What follows belongs to an exercise in optimizing a design on an open flow for small area, a short achievable clock period and few clock cycles per item; a production flow would make more cautious choices. In this exercise RTL edits were held to simulation tests only and were not proved equivalent to the original.

==> flow/design.v (excerpt) <==
module MPE_multiplier(
	input clock,
	input reset,
    input [(16 - 1) : 0] weight_val,
    input weight_abs,
    input [(8 * 8 * 16 - 1) : 0] input_vals_flat,
    input enable,
    output [(8 * 8 * 24 - 1) : 0] output_vals_flat,
    output out_ready
);
	localparam K = 4;
	localparam N = 8 * 8;
	localparam IW = 16;
	localparam OW = 24;
	localparam WR = IW - K;
	localparam GRP = 8;           
	localparam NG = N / GRP;
	genvar g, l;
	for (g = 0; g < NG; g = g + 1) begin : GROUP
		reg rdy;                  
		reg [WR - 1 : 0] wrem;    
		reg [K - 1 : 0] chunkq;   
		wire zero = reset | (rdy & enable & weight_abs);
		wire sel_in = rdy & enable & !reset;
		wire sel_sh = !rdy & !reset;
		wire [K - 1 : 0] chunk = ({K{rdy}} & weight_val[K - 1 : 0]) | chunkq;
		wire [WR - 1 : 0] wnext = rdy ? weight_val[IW - 1 : K] : (wrem >> K);
		wire busy = (wnext != 0) & (!rdy | enable) & !reset;    
		always @(posedge clock) begin
			rdy <= !busy;
			wrem <= wnext;
			chunkq <= busy ? wnext[K - 1 : 0] : {K{1'b0}};
		end
		for (l = g * GRP; l < (g + 1) * GRP; l = l + 1) begin : LANE
			reg [OW - 1 : 0] acc;       
			reg [3 : 1] acc_k;       
			reg [OW - 1 : K] sreg;      
			wire [OW - 1 : 0] op = ({OW{sel_in}} & {{(OW - IW){1'b0}}, input_vals_flat[l * IW +: IW]}) | ({OW{sel_sh}} & {sreg, {K{1'b0}}});
			wire [OW - 1 : 0] bs = zero ? {OW{1'b0}} : acc;
			wire [3 : 1] bk = zero ? {3{1'b0}} : acc_k;
			wire [OW - 1 : 0] pp0 = chunk[0] ? (op << 0) : {OW{1'b0}};
			wire [OW - 1 : 0] pp1 = chunk[1] ? (op << 1) : {OW{1'b0}};
			wire [OW - 1 : 0] pp2 = chunk[2] ? (op << 2) : {OW{1'b0}};
			wire [OW - 1 : 0] pp3 = chunk[3] ? (op << 3) : {OW{1'b0}};
			wire t1 = bs[3] ^ pp0[3];
			wire t2 = bs[3] & pp0[3];
  ...
Size in the first run: about 28,000 cells after synthesis, about 2,600 I/O pins, roughly 280,000 um2 of cells after synthesis.
Settings: LEC_CHECK=0, CAP_MARGIN=20, CORE_AREA=10 10 790 790, DIE_AREA=0 0 800 800, GPL_TIMING_DRIVEN=0, SETUP_SLACK_MARGIN=0.7, SLEW_MARGIN=20; clock period 5.0 ns.
standard.sh (not shown) runs the stock make flow with config.mk's settings and CLKGATE_MAP_FILE= SYNTH_SCRIPT=/design/flow/synth_recipe.tcl, a recipe that flattens the netlist after the stock synthesis.
==> flow/flow/run.sh <==
#!/bin/bash
# Layout flow: the standard flow (standard.sh) with two changes:
#  - after synthesis, flow/polar.py rewrites the netlist so that fewer inverters
#    sit between full adders (a full adder of inverted inputs gives inverted
#    outputs); registers and all other cells are untouched;
#  - ports are buffered with buf_2 instead of the default delay buffer.
# Each step's full output goes to a log file of its own in this folder.
set -euo pipefail
W=$PWD
R=$W/orfs/results/$FLOW_PLATFORM/MPE_multiplier/base
bash standard.sh "$R/1_2_yosys.v" > synth.log 2>&1
cp "$R/1_2_yosys.v" "$W/1_2_yosys.standard.v"
python3 flow/polar.py "$W/1_2_yosys.standard.v" "$R/1_2_yosys.v" > polar.log 2>&1
export BUFFER_PORTS_ARGS="-buffer_cell sky130_fd_sc_hd__buf_2"
# more rounds of antenna repair after detailed routing (default 5)
export MAX_REPAIR_ANTENNAS_ITER_DRT=15
bash standard.sh finish > layout.log 2>&1
Other scripts of this flow, unchanged in this note and not shown: flow/flow/polar.py
Testbench counts at the start, summed over its fixed seeds: cycles 20,753, items 12,000.
Change:
--- a/flow/config.mk
+++ b/flow/config.mk
@@ -9,5 +9,4 @@
 export CORE_AREA = 10 10 790 790
 export DIE_AREA = 0 0 800 800
-export GPL_TIMING_DRIVEN = 0
-export SETUP_SLACK_MARGIN = 0.7
+export SETUP_SLACK_MARGIN = 0.5
 export SLEW_MARGIN = 20
Outcome: The new run finished clean; die area stays the same; setup slack improved by 0.11 ns; core utilization came out lower by 0.57 points.

what the ideal ports hide:
In the flow no input, the clock included, has a driving cell. The finished layouts below were timed again as built, in two steps.
Step 1: set_driving_cell puts a clkbuf_16 on clock and a buf_2 on each other input, an assumption about the parent block.
Step 2 moves the port delays by t, midway between the first and last clock arrival at a register: inputs arrive t later, outputs are due t later. That takes back most of the time a late clock gives input paths.
Three values: no drivers, after step 1, after step 2; two values: the first two.
run	shift t [ns]	slack for setup (ns)	hold slack, ns	worst register clock-pin slew, ns	worst data-port slew with drivers (ns)
the first run	1.194	0.289 / 0.038 / -1.156	0.199 / 0.080 / 0.465	0.07 / 0.07	0.48
the second run	1.163	0.395 / 0.354 / -0.799	0.208 / 0.110 / 0.462	0.07 / 0.07	0.50
With both steps, setup timing fails in the first run and the second run, where it was met with ideal ports. For the first run, which loses most, drivers alone change the setup slack by -0.251 ns; drivers and shift together by -1.445 ns.
